Source: an optimization exercise on an open RTL-to-GDS flow (aim: small area and a short achievable clock period). Production flows keep margins and buffers that such runs may drop. RTL that was checked went through simulation tests only; none was proved equivalent to the original. No functional check of the RTL was part of run 2. Power is estimated from default activity; no workload was simulated.

==> design.v <==
module ctrl(Instruction, nPC_sel, RegWr, RegDst, ExtOp, ALUSrc, ALUctr, MemWr, MemtoReg, jumpCtr, rs, rt, rd, tarAddr, imm16);
    input [31:0] Instruction;
    output reg nPC_sel;
    output reg RegWr;
    output reg RegDst;
    output reg ExtOp;
    output reg ALUSrc;
    output reg [3:0] ALUctr;
    output reg MemWr;
    output reg MemtoReg;
    output reg jumpCtr;
    output [4:0] rs, rt, rd;
    output [25:0] tarAddr;
    output [15:0] imm16;
    parameter R = 6'b000000,
              LW = 6'b100011,
              SW = 6'b101011,
              BEQ = 6'b000100,
              ORI = 6'b001101,
              J = 6'b000010,
              LUI = 6'b001111;
    wire [5:0] opcode = Instruction[31:26];
    wire [5:0] funct = Instruction[5:0];
    assign rs = Instruction[25:21];
    assign rt = Instruction[20:16];
    assign rd = Instruction[15:11];
    assign tarAddr = Instruction[25:0];
    assign imm16 = Instruction[15:0];
    always @(*)begin
      case (opcode)
        R : begin
          if (funct == 6'b100001) begin
            ALUctr <= 4'b0010;
            RegDst = 1;
            ALUSrc = 0;
            MemtoReg = 0;
            RegWr = 1;
            MemWr = 0;
            nPC_sel = 0;
            ExtOp = 0;
            jumpCtr = 0;
          end
          else begin
            ALUctr <= 4'b0110;
            RegDst = 1;
            ALUSrc = 0;
            MemtoReg = 0;
            RegWr = 1;
            MemWr = 0;
            nPC_sel = 0;
            ExtOp = 0;
            jumpCtr = 0;
          end
        end
        LW : begin
          ALUctr <= 4'b0010;
            RegDst = 0;
            ALUSrc = 1;
            MemtoReg = 1;
            RegWr = 1;
            MemWr = 0;
            nPC_sel = 0;
            ExtOp = 1;
            jumpCtr = 0;
        end
        SW : begin
          ALUctr <= 4'b0010;
            RegDst = 0;
            ALUSrc = 1;
            MemtoReg = 0;
            RegWr = 0;
            MemWr = 1;
            nPC_sel = 0;
            ExtOp = 1;
            jumpCtr = 0;
        end
        BEQ : begin
          ALUctr <= 4'b0110;
          RegDst = 0;
          ALUSrc = 0;
          MemtoReg = 0;
          RegWr = 0;
          MemWr = 0;
          nPC_sel = 1;
          ExtOp = 0;
          jumpCtr = 0;
        end
        ORI : begin
          ALUctr = 4'b0001;
          RegDst = 0;
          ALUSrc = 1;
          MemtoReg = 0;
          RegWr = 1;
          MemWr = 0;
          nPC_sel = 0;
          ExtOp = 0;
          jumpCtr = 0;
        end
        J : begin
          ALUctr = 4'b0000;
          RegDst = 0;
          ALUSrc = 0;
          MemtoReg = 0;
          RegWr = 0;
          MemWr = 0;
          nPC_sel = 0;
          ExtOp = 0;
          jumpCtr = 1;
        end
        LUI : begin
          ALUctr = 4'b1010;
          RegDst = 0;
          ALUSrc = 1;
          MemtoReg = 0;
          RegWr = 1;
          MemWr = 0;
          nPC_sel = 0;
          ExtOp = 0;
          jumpCtr = 0;
        end
        default : begin
          ALUctr = 4'b0000;
          RegDst = 0;
          ALUSrc = 0;
          MemtoReg = 0;
          RegWr = 0;
          MemWr = 0;
          nPC_sel = 0;
          ExtOp = 0;
          jumpCtr = 0;
        end
    endcase
  end
endmodule
module regfile(clk, reset, busw, regwr, rs, rt, rw, busa, busb, RegDst, rd);
  input clk, regwr, reset, RegDst;
  input [4:0] rs, rt, rd;
  output [4:0] rw;
  input [31:0] busw;
  output [31:0] busa, busb;
  wire [4:0] rw;
  reg [31:0] regstore[31:0];
  integer i;
  integer j;
  assign rw = RegDst ? rd : rt;
  assign busa = regstore[rs];
  assign busb = regstore[rt];
  always @(posedge clk,  posedge reset)
  begin
    if (reset)
      for (i = 0; i < 32; i = i + 1) regstore[i] = 0;
    else
    if (regwr && rw != 0)
      regstore[rw] = busw;
  end
endmodule
module alu(ALUctr, busA, busB, zero, dout);
  input [3:0] ALUctr;
  input [31:0] busA, busB;
  output zero;
  output reg [31:0] dout;
  assign zero = dout == 0 ? 1 : 0;
  always @(ALUctr, busA, busB)
  begin
    case(ALUctr)
        4'b0010 : dout = busA + busB;
        4'b0110 : dout = busA - busB;
        4'b0001 : dout = busA | busB;
        4'b0111 : dout = busA & busB;
        4'b1010 : dout = {busB, 16'h0};
        default : dout = 32'h0;
    endcase
  end
endmodule
module extender (din, dout, ExtOp);
  input [15:0] din;
  output [31:0] dout;
  input ExtOp;
  assign dout = (ExtOp && din[15]) == 1 ? {16'hffff, din} : {16'h0, din};
endmodule
module mux(ina, inb, dout, s);
  input [31:0] ina;
  input [31:0] inb;
  input s;
  output [31:0] dout;
  assign dout = s ? ina : inb;
endmodule
module npc(npc_sel, zero, imm, pc, npcout, jumpCtr, tarAddr);
  input npc_sel, zero, jumpCtr;
  input [25:0] tarAddr;
  input [15:0] imm;
  input [29:0] pc;
  output [29:0] npcout;
  wire [29:0] t0, t1, immext, nextAddr;
  assign nextAddr = {pc[29:26], tarAddr};
  assign immext = (imm[15] == 0) ? {14'b0, imm} : {14'hffff, imm};
  assign t0 = pc + 1;
  assign t1 = t0 + immext;
  assign npcout = jumpCtr ? nextAddr : ((npc_sel && zero) ? t1 : t0);
endmodule
module pc(clk, reset, pcin, pcout);
  input clk, reset;
  input [29:0] pcin;
  output [29:0] pcout;
  reg [29:0] temp;
  assign pcout = temp;
  always@ (posedge clk, posedge reset)
  begin
    if(reset) temp = 30'h0000_0c00;
    else temp = pcin;
  end
endmodule
module mips_core(clk, reset, iaddr, instr, dm_addr, dm_wdata, dm_we, dm_rdata);
  input clk, reset;
  output [29:0] iaddr;
  input [31:0] instr;
  output [31:0] dm_addr;
  output [31:0] dm_wdata;
  output dm_we;
  input [31:0] dm_rdata;
  wire [31:0] ins, busw, busa, busb, dout1, dout2, dout3, dout4;
  wire [25:0] tarAddr;
  wire [15:0] imm16;
  wire [4:0] rs, rt, rw, rd;
  wire [3:0] ALUctr;
  wire nPC_sel, RegWr, RegDst, ExtOp, ALUSrc, MemWr, MemtoReg, jumpCtr, zero;
  wire [29:0] npcout, pcout;
  assign ins = instr;
  assign iaddr = pcout;
  pc pc1(clk, reset, npcout, pcout);
  npc npc1(nPC_sel, zero, ins[15:0], pcout, npcout, jumpCtr, tarAddr);
  ctrl ctrl1(ins, nPC_sel, RegWr, RegDst, ExtOp, ALUSrc, ALUctr, MemWr, MemtoReg, jumpCtr, rs, rt, rd, tarAddr, imm16);
  regfile regfile1(clk, reset, busw, RegWr, rs, rt, rw, busa, busb, RegDst, rd);
  extender extender1(imm16, dout1, ExtOp);
  mux mux1(dout1, busb, dout2, ALUSrc);
  alu alu1(ALUctr, busa, dout2, zero, dout3);
  assign dm_addr = dout3;
  assign dm_wdata = busb;
  assign dm_we = MemWr;
  assign dout4 = dm_rdata;
  mux mux2(dout4, dout3, busw, MemtoReg);
endmodule
==> run.sh <==
#!/bin/bash
# synth_recipe.tcl (not shown) runs the flow's synth.tcl, then flattens the netlist and writes it again
# the make line also repeats each setting of config.mk as NAME=value (left out here)
make -C /OpenROAD-flow-scripts/flow DESIGN_CONFIG=/design/flow/config.mk WORK_HOME=/design/flow/orfs CLKGATE_MAP_FILE= SYNTH_SCRIPT=/design/flow/synth_recipe.tcl finish
==> config.mk <==
export PLATFORM = sky130hd
export DESIGN_NAME = mips_core
export DESIGN_NICKNAME = mips_core
export VERILOG_FILES = /design/flow/design.v
export SDC_FILE = /design/flow/constraint.sdc
export NUM_CORES = 4
export LEC_CHECK = 0
export CAP_MARGIN = 20
export CORE_MARGIN = 2
export CORE_UTILIZATION = 30
export SLEW_MARGIN = 20
==> constraint.sdc <==
create_clock -name core_clock -period 13.0 [get_ports {clk}]
set_input_delay 2.6000 -clock core_clock [delete_from_list [all_inputs] [get_ports {clk}]]
set_output_delay 2.6000 -clock core_clock [all_outputs]
set_load 0.01 [all_outputs]
==> results of run 1 <==
[final cells by class]
| cell class | instances | area (sq um) | area share |
|---|---|---|---|
| multi-input cells | 4711 | 29400 | 0.425 |
| clock inverters | 48 | 651 | 0.00941 |
| well taps | 2526 | 3160 | 0.0457 |
| inverters | 219 | 826 | 0.0119 |
| clock buffers | 161 | 3320 | 0.0481 |
| repair buffers | 622 | 5330 | 0.0771 |
| flip-flops and latches | 1054 | 26400 | 0.382 |
| diodes | 17 | 42.5 | 0.000616 |
[per-layer routing]
| layer | wire length (um) | vias up | GRT usage |
|---|---|---|---|
| met4 | 33900 | 22 | 0.265 |
| met1 | 134000 | 29875 | 0.438 |
| met2 | 148000 | 5368 | 0.511 |
| met3 | 48800 | 1672 | 0.138 |
| met5 | 132 | - | 0.000244 |
| li1 | - | 24211 | - |
[power breakdown]
| group | switching, uW | total [uW] | leakage [uW] | internal, uW |
|---|---|---|---|---|
| clock network | 1540 | 3580 | 0.00195 | 2040 |
| logic | 1270 | 2050 | 0.0135 | 774 |
| registers | 438 | 4070 | 0.0142 | 3630 |
[worst min path at each step]
stage / endpoint / start / slack, ps / depth (start not counted)
2_1_floorplan: regfile1.regstore[0][10] / regfile1.regstore[0][10] / 440 / 1
3_3_place_gp: regfile1.regstore[0][23] / regfile1.regstore[0][23] / 390 / 0
3_5_place_dp: regfile1.regstore[0][9] / regfile1.regstore[0][9] / 390 / 0
4_1_cts: regfile1.regstore[0][9] / regfile1.regstore[0][9] / 400 / 0
5_1_grt: regfile1.regstore[0][9] / regfile1.regstore[0][9] / 420 / 0
6_report: regfile1.regstore[0][19] / regfile1.regstore[0][19] / 410 / 0
[kinds of logic after synthesis]
family	count (synthesis)	share of synthesized area
flops	1054	0.452
buf+inv	832	0.0605
compound gates	2047	0.225
fa+ha+maj	65	0.0142
xor+xnor	110	0.0165
mux	283	0.0493
simple gates	2206	0.182
[stage by stage]
stage / worst slack (ps) / TNS, ps
5_1_grt: 12.5 / 0
3_5_place_dp: 486 / 0
3_3_place_gp: 276 / 0
6_report: 250 / 0
4_1_cts: 436 / 0
2_1_floorplan: -4130 / -4346790
[flip-flops by register name, summed over array words and instances, names as in the netlist]
signal,flops
pc1.temp,30
regfile1.regstore,1024
[cell usage after synthesis (19+ instances only)]
| cell | n | area [sq um] |
|---|---|---|
| dfrtp_1 | 1052 | 26300 |
| nand3_1 | 222 | 1110 |
| and3_1 | 183 | 1140 |
| nand2_1 | 1008 | 3780 |
| a21oi_1 | 152 | 761 |
| buf_1 | 19 | 71.3 |
| o21a_1 | 20 | 150 |
| clkbuf_1 | 427 | 1600 |
| buf_2 | 127 | 636 |
| xor2_1 | 43 | 377 |
| inv_1 | 219 | 822 |
| xnor2_1 | 67 | 587 |
| ha_1 | 63 | 788 |
| o21ai_1 | 19 | 95.1 |
| nor3_1 | 103 | 515 |
| a21o_1 | 28 | 210 |
| nand2b_1 | 19 | 119 |
| nand4_1 | 153 | 957 |
| nand3b_1 | 20 | 150 |
| a221oi_1 | 71 | 622 |
| mux2i_1 | 262 | 2620 |
| a2111oi_0 | 56 | 490 |
| a22oi_1 | 556 | 4170 |
| nor2b_1 | 21 | 131 |
| and4_1 | 25 | 219 |
| a22o_1 | 87 | 762 |
| o21ai_0 | 887 | 4440 |
| nor4_1 | 51 | 319 |
| nor2_1 | 260 | 976 |
| buf_6 | 21 | 236 |
==> impl_results.md, run 1 <==
- Skew-Pair Late Insertion Delay: about 840 ps
- Syn avg cell area: a little under 9 sq um
- Hold Buf Count CTS: 0
- CP max stage cell: nor2_4
- Cells after DPL: 9129
- CTS Root Cell: clkbuf_16
- HP Class: register to register
- Slew headroom: 0.147
- Post-DP HPWL: approximately 250 mm
- Final wirelength: roughly 360 mm
- Die ar.: 198000 sq um
- Vias in the first global route: 57.2k
- Commonest non-fill, non-tap cells in the layout: 1052 x dfrtp_1, 1000 x nand2_1, 877 x o21ai_0
- GRT Overall Usage: 0.359
- Setup CP Type: input pin to output pin
- Power, Total: between 9000 and 10000 uW
- Postcts setup bufs: 0
- Post-layout nets: approximately 7k
- Cell area power density: 140 nW/um^2
- Yosys warnings: 6
- Syn nets: ~6.7k
- CTS tree: built
- Clock buffer depth: 3
- Minimum clock period: around 13000 ps
- Reg2reg path depth: 31
- Post-placement cell area: 65000 sq um
- Layout cell share with drive strength beyond 1: 0.128
- Status: finished clean
- Per-cell routed wire length: ~39 um
- Synth Cell Area: 58400 sq um
- R2r setup slk: slightly below 5000 ps
- Crit start category: input pin
- Worst R2R Start: regfile1.regstore[18][10]
- Worst Tran Pin Value: 1270 ps
- Initial Utilization: 0.302
- CTS-repair resized insts: 0
- Crit share post-route: 0.981
- DRT antenna net count: 0
- CP delay by family, top: compound AO/OA/AOI/OAI gates
- Final Core Density: 0.358
- Hold Vio Cnt, Final: 0
- Core area: ~190000 sq um
- Final Cell Area: just under 70000 sq um
- VDD IR-drop max: 113 uV
- GPL Wtd Cong: around 1.1
- Register area share after synthesis: 0.452
- Mapped Cells: between 6k and 7k
- Commonest non-fill, non-tap cell in the layout: dfrtp_1
- # setup viols final: 0
- PortBufs: 160
- Yosys cell types: 100
- Clk_skew: 53.7 ps
- Crit path to: dm_addr[30]
- IO Count: 161
- TritonCTS Buffers: 115
- CP endpoint kind: output pin
- Clock-pin slew on the worst setup and hold paths: around 60 ps
- Leak pwr: 0.0296 uW
- Die Width: 445 um
- Worst Path Max Fanout: 16
- Slowest stage delay, CP: 860 ps
- Post-Layout Cell Count: 9358
- Main synth FF type: dfrtp_1
- EDFF count, synth: 0
- CP Depth: 30
- DRC: 0
- Grt ovf: 0
- CTS Sinks: approximately 1.1k
- Largest net degree at the start of global routing: between 150 and 200
- Synthesized flop and latch total: 1054
- Via Count: between 60k and 70k
- CTS HTree Levels: 3
- Die height: 445 um
- DRT Pass-1 Iters: 9
- RSZ-0062 raised after global routing: no
- First-pass GRT wire length: about 500 mm
- CP Launch Point: instr[17]
- Fmax: roughly 78 MHz
- Max Slew Vio Count: 0
- Fill count: 19.8k
- Post-DR vias/cell: 6.53
- Num rows: around 160
- P&R area growth vs syn: 18.4%
- Initial antenna violation count: 32
- Worst Hold Margin: about 410 ps
- Worst path bufs/invs: 5
- Async SR Flop Fraction: 1.00
- Initial drt markers: ~11k
- Max-cap violation count: 0
- Worst Path Required: about 10000 ps
- CP arrival: just over 10000 ps
- Capturing point of the worst reg2reg path: pc1.temp[2]
==> inputs of run 2 (changes only) <==
==> design.v (replaced) <==
module mips_core(clk, reset, iaddr, instr, dm_addr, dm_wdata, dm_we, dm_rdata);
  input clk, reset;
  output [29:0] iaddr;
  input [31:0] instr;
  output [31:0] dm_addr;
  output [31:0] dm_wdata;
  output dm_we;
  input [31:0] dm_rdata;
  wire [5:0] op = instr[31:26];
  wire [4:0] rs = instr[25:21];
  wire [4:0] rt = instr[20:16];
  wire [4:0] rd = instr[15:11];
  wire [15:0] imm = instr[15:0];
  wire is_r   = op == 6'b000000;
  wire is_addu = is_r & (instr[5:0] == 6'b100001);
  wire is_ori = op == 6'b001101;
  wire is_lui = op == 6'b001111;
  wire is_lw  = op == 6'b100011;
  wire is_sw  = op == 6'b101011;
  wire is_beq = op == 6'b000100;
  wire is_j   = op == 6'b000010;
  wire regwr = is_r | is_ori | is_lui | is_lw;
  wire [4:0] rw = is_r ? rd : rt;
  reg [1023:32] rf;
  reg [31:1] valid;
  reg [31:0] busa, busb;
  wire [31:0] wd;
  reg [31:1] we;
  integer r;
  always @(*) begin
    busa = 32'b0;
    busb = 32'b0;
    for (r = 1; r < 32; r = r + 1) begin
      busa = busa | ({32{valid[r] & (rs == r)}} & rf[r*32 +: 32]);
      busb = busb | ({32{valid[r] & (rt == r)}} & rf[r*32 +: 32]);
      we[r] = regwr & (rw == r);
    end
  end
  always @(posedge clk) begin
    for (r = 1; r < 32; r = r + 1)
      if (we[r]) rf[r*32 +: 32] <= wd;
  end
  always @(posedge clk, posedge reset) begin
    if (reset) valid <= 31'b0;
    else valid <= valid | we;
  end
  wire sub = ~is_addu;
  wire [31:0] alu = busa + (sub ? ~busb : busb) + {31'b0, sub};
  wire eq = alu == 32'b0;
  wire [31:0] sext = {{16{imm[15]}}, imm};
  assign wd = is_lw ? dm_rdata :
              is_lui ? {imm, 16'h0} :
              is_ori ? (busa | {16'h0, imm}) : alu;
  assign dm_addr = busa + sext;
  assign dm_wdata = busb;
  assign dm_we = is_sw;
  reg [29:0] pc;
  wire br = is_beq & eq;
  wire [30:0] pcsum = {pc, 1'b1} + {br ? sext[29:0] : 30'b0, 1'b1};
  wire [29:0] npc = is_j ? {pc[29:26], instr[25:0]} : pcsum[30:1];
  always @(posedge clk, posedge reset) begin
    if (reset) pc <= 30'h0000_0c00;
    else pc <= npc;
  end
  assign iaddr = pc;
endmodule
==> run 2 against run 1 <==
Register-to-register slack worse by 2200 ps; via count down 25%; clock-buffer cell count down 40.
==> impl_results.md, run 2 <==
- Vias in the first global route: 43.5k (-24%)
- Synth Cell Area: 49600 sq um (-15%)
- Die ar.: 169000 sq um (-15%)
- Status: finished clean
- Clk_skew: 60.7 ps (+7.04 ps)
- Number of flip-flops in the largest register: 992 (-3.1%)
- Die height: 411 um (-7.7%)
- Yosys warnings: 1 (-5)
- Clock-pin slew on the worst setup and hold paths: 50 ps (about the same)
- Final wirelength: 280 mm (-23%)
- Power, Total: 9410 uW (-3.0%)
- DRC: 0 (unchanged)
- CP dominant cell by count: buf_4
- Commonest non-fill, non-tap cell in the layout: edfxtp_1
- Core area: 165000 sq um (-15%)
- Layout cell share with drive strength beyond 1: 0.247 (+0.118)
- Largest area contributor in the netlist: edfxtp_1
- Hold Vio Cnt, Final: 0 (unchanged)
- DRT antenna net count: 0 (unchanged)
- Met3 wire len: 47.4 mm (-3.0%)
- Setup slack after layout: 324 ps (+74.7 ps)
- Met2 WL: 112 mm (-24%)
- DRT Pass-1 Iters: 10 (+1)
- Leak pwr: 0.0230 uW (-22%)
- CTS HTree Levels: 3 (unchanged)
- Async SR Flop Fraction: 0.0579 (-0.942)
- Crit start category: input pin
- Place WS: -1240 ps (-1720 ps)
- Synthesized flop and latch total: 1053 (-0.095%)
- Max-cap violation count: 0 (unchanged)
- Hold Buf Count CTS: 0 (unchanged)
- Per-cell routed wire length: 40.5 um (+4.0%)
- Die Width: 411 um (-7.7%)
- Slew headroom: 0.180 (+0.0329)
- IO Count: 161 (unchanged)
- CP endpoint kind: output pin
- Mapped Cells: 3799 (-42%)
- Grt ovf: 0 (unchanged)
- Commonest non-fill, non-tap cells in the layout: 992 x edfxtp_1, 720 x buf_4, 465 x a22oi_1
- Worst Tran Pin Value: 1230 ps (-38.8 ps)
- Most frequent cell after synthesis: edfxtp_1
- # setup viols final: 0 (unchanged)
- First-pass GRT wire length: 371 mm (-25%)
- Post-DP HPWL: 187 mm (-25%)
- HP Class: register to register
- PortBufs: 160 (unchanged)
- Worst Path Max Fanout: 11 (-5)
- Initial Utilization: 0.301 (-0.000977)
- Crit share post-route: 0.975 (-0.00575)
- Post-layout nets: 4783 (-30%)
- Switching Fraction: 0.283 (-0.0526)
- VDD IR-drop max: 112 uV (-0.61%)
- Minimum clock period: 12680 ps (-74.7 ps)
- Fmax: 78.9 MHz (+0.59%)
- Syn nets: 3974 (-41%)
- GRT Overall Usage: 0.320 (-0.0386)
- Via Count: 46.1k (-25%)
- Slowest stage delay, CP: 660 ps (-200 ps)
- CTS Sinks: 1053 (-0.095%)
- Num rows: 149 (-7.5%)
- CP max stage cell: and3_2
- GPL Wtd Cong: 1.05 (-1.1%)
- Setup CP Type: input pin to output pin
- Net switching power: 2660 uW (-18%)
- EDFF count, synth: 992 (+992)
- CTS tree: built
- Uppermost layer routed: met5
- Skew-Pair Late Insertion Delay: 780 ps (-60 ps)
- Main synth FF type: edfxtp_1
- Post-DR vias/cell: 6.68 (+2.3%)
- Final Core Density: 0.390 (+0.0320)
- Met1 Wirelength: 96.5 mm (-28%)
- Register area share after synthesis: 0.631 (+0.179)
- CTS Root Cell: clkbuf_16
- Post-synth top cells: 992 x edfxtp_1, 465 x a22oi_1, 200 x nor2_1
- TritonCTS Buffers: 108 (-6.1%)
- Internal power: 6750 uW (+4.7%)
- Largest cells by area after synthesis: edfxtp_1 60%, a22oi_1 7.0%, a22o_1 3.4%
- Syn avg cell area: 13.1 sq um (+48%)
- Initial drt markers: 9443 (-16%)
- Largest net degree at the start of global routing: 62 (-66%)
- Worst Path Required: 10400 ps (about the same)
- Initial antenna violation count: 10 (-69%)
- Fill count: 15.5k (-22%)
- Synth top area share: 0.600 (+0.149)
- CP arrival: 10080 ps (-70 ps)
- Cell area power density: 146 nW/um^2 (+4.4%)
- Max Slew Vio Count: 0 (unchanged)
- Comb power frac: 0.192 (-0.019)
- Yosys cell types: 78 (-22%)
- Flop pwr share: 0.454 (+0.034)
- Clock buffer depth: 3 (unchanged)
- P&R area growth vs syn: 29.4%
- Clk pwr share: 0.354 (-0.015)
[run 2: changes by cell type in the layout (fill, tap and decap cells not counted), sizes merged, moves of 145 or more]
cell	before	now
inv	222	77
o21ai	906	68
buf	472	784
edfxtp	0	992
mux2i	265	5
nand2	1010	139
dfrtp	1052	59
[run 2: repair_timing]
item | CTS | global route
resized for setup | 8 | 55
setup endpoints to repair | 6 | 14
pin swaps | 2 | 17
hold endpoints to repair | 0 | 0
setup buffers | 1 | 5
[run 2: area by class of cell]
type	instances	area (sq um)	share of cell area
Antenna cell	12	30.0	0.000468
Clock buffer	121	2780	0.0433
Clock inverter	81	921	0.0143
Inverter	71	267	0.00415
Multi-Input combinational cell	2431	17900	0.279
Sequential cell	1053	31300	0.488
Tap cell	2189	2740	0.0426
Timing Repair Buffer	943	8250	0.128
[run 2: per-stage QoR]
stage	area [sq um]	instances	setup TNS [ps]	hold WS, ps
4_1_cts	63900	6883	0	532
3_5_place_dp	60200	6680	-10570	519
3_3_place_gp	60200	6680	-12360	499
2_1_floorplan	49600	3799	0	444
6_report	64200	6901	0	520
5_1_grt	64200	6891	-35.2	570
[run 2: per-layer routing]
metal	GRT usage	up-vias
met5	0.00254	-
met4	0.218	8
met3	0.153	1332
met2	0.448	4850
met1	0.387	22511
li1	-	17412
[run 2: power by group through the flow]
stage | combinational (uW) | sequential, uW | clock, uW
3_5_place_dp | 1720 | 4340 | 0
3_3_place_gp | 1710 | 4340 | 0
5_1_grt | 1890 | 4270 | 3470
4_1_cts | 1720 | 4270 | 3330
2_1_floorplan | 724 | 4340 | 0
6_report | 1800 | 4270 | 3330
[run 2: path summary, 6_finish.rpt]
| path | startpoint | endpoint | slack, ps | depth (start not counted) |
|---|---|---|---|---|
| setup / recovery | instr[22] | dm_addr[29] | 320 | 30 |
| hold / removal | pc[27] | pc[27] | 520 | 2 |
| setup reg to reg | valid[25] | pc[28] | 2640 | 45 |
| hold reg to reg | pc[27] | pc[27] | 520 | 2 |
| max in group asynchronous | reset | valid[14] | 9910 | 3 |
| min in group asynchronous | reset | pc[28] | 2460 | 3 |
[run 2: cell families (layout without fill, tap and decap cells)]
| logic type | Yosys count | count (layout) | synth area share |
|---|---|---|---|
| other | 0 | 12 | 0 |
| AND/OR/NAND/NOR | 934 | 934 | 0.0993 |
| multiplexers | 7 | 7 | 0.00169 |
| buffers and inverters | 315 | 1216 | 0.0241 |
| adder cells (fa/ha/maj) | 109 | 109 | 0.0279 |
| XOR/XNOR | 98 | 98 | 0.0173 |
| AO/OA/AOI/OAI | 1283 | 1283 | 0.199 |
| flip-flops | 1053 | 1053 | 0.631 |
[run 2: critical path, delay by kind of cell]
| kind | cells | cell delay [ps] |
|---|---|---|
| AND/OR/NAND/NOR | 5 | 1730 |
| buffers and inverters | 8 | 1930 |
| adder cells (fa/ha/maj) | 1 | 270 |
| XOR/XNOR | 1 | 170 |
| AO/OA/AOI/OAI | 15 | 3330 |

==> port drivers added, routing unchanged <==
In the flow no input, the clock included, has a driving cell. The finished layouts below were timed again as built, in two steps. Step 1 sets driving cells, clkbuf_16 on the clock port and buf_2 on the other inputs (assumed; they add their load-dependent delay and slew). Step 2 also shifts input and output timing later by t, the mid clock arrival at the registers, as if the neighbouring blocks saw the same clock. Three values: no drivers, after step 1, after step 2; two values: the first two.
run | shift t [ns] | setup slack, ns | slew at the worst register clock pin (ns) | worst slew at a driven data input, ns
run 1 | 0.895 | 0.250 / 0.097 / 0.097 | 0.07 / 0.07 | 0.15
run 2 | 0.839 | 0.324 / 0.292 / -0.294 | 0.08 / 0.08 | 0.09
With both steps, setup timing fails in run 2, where it was met with ideal ports. The setup slack of run 2, which loses most, moves by -0.032 ns with the drivers and by -0.618 ns with both steps.
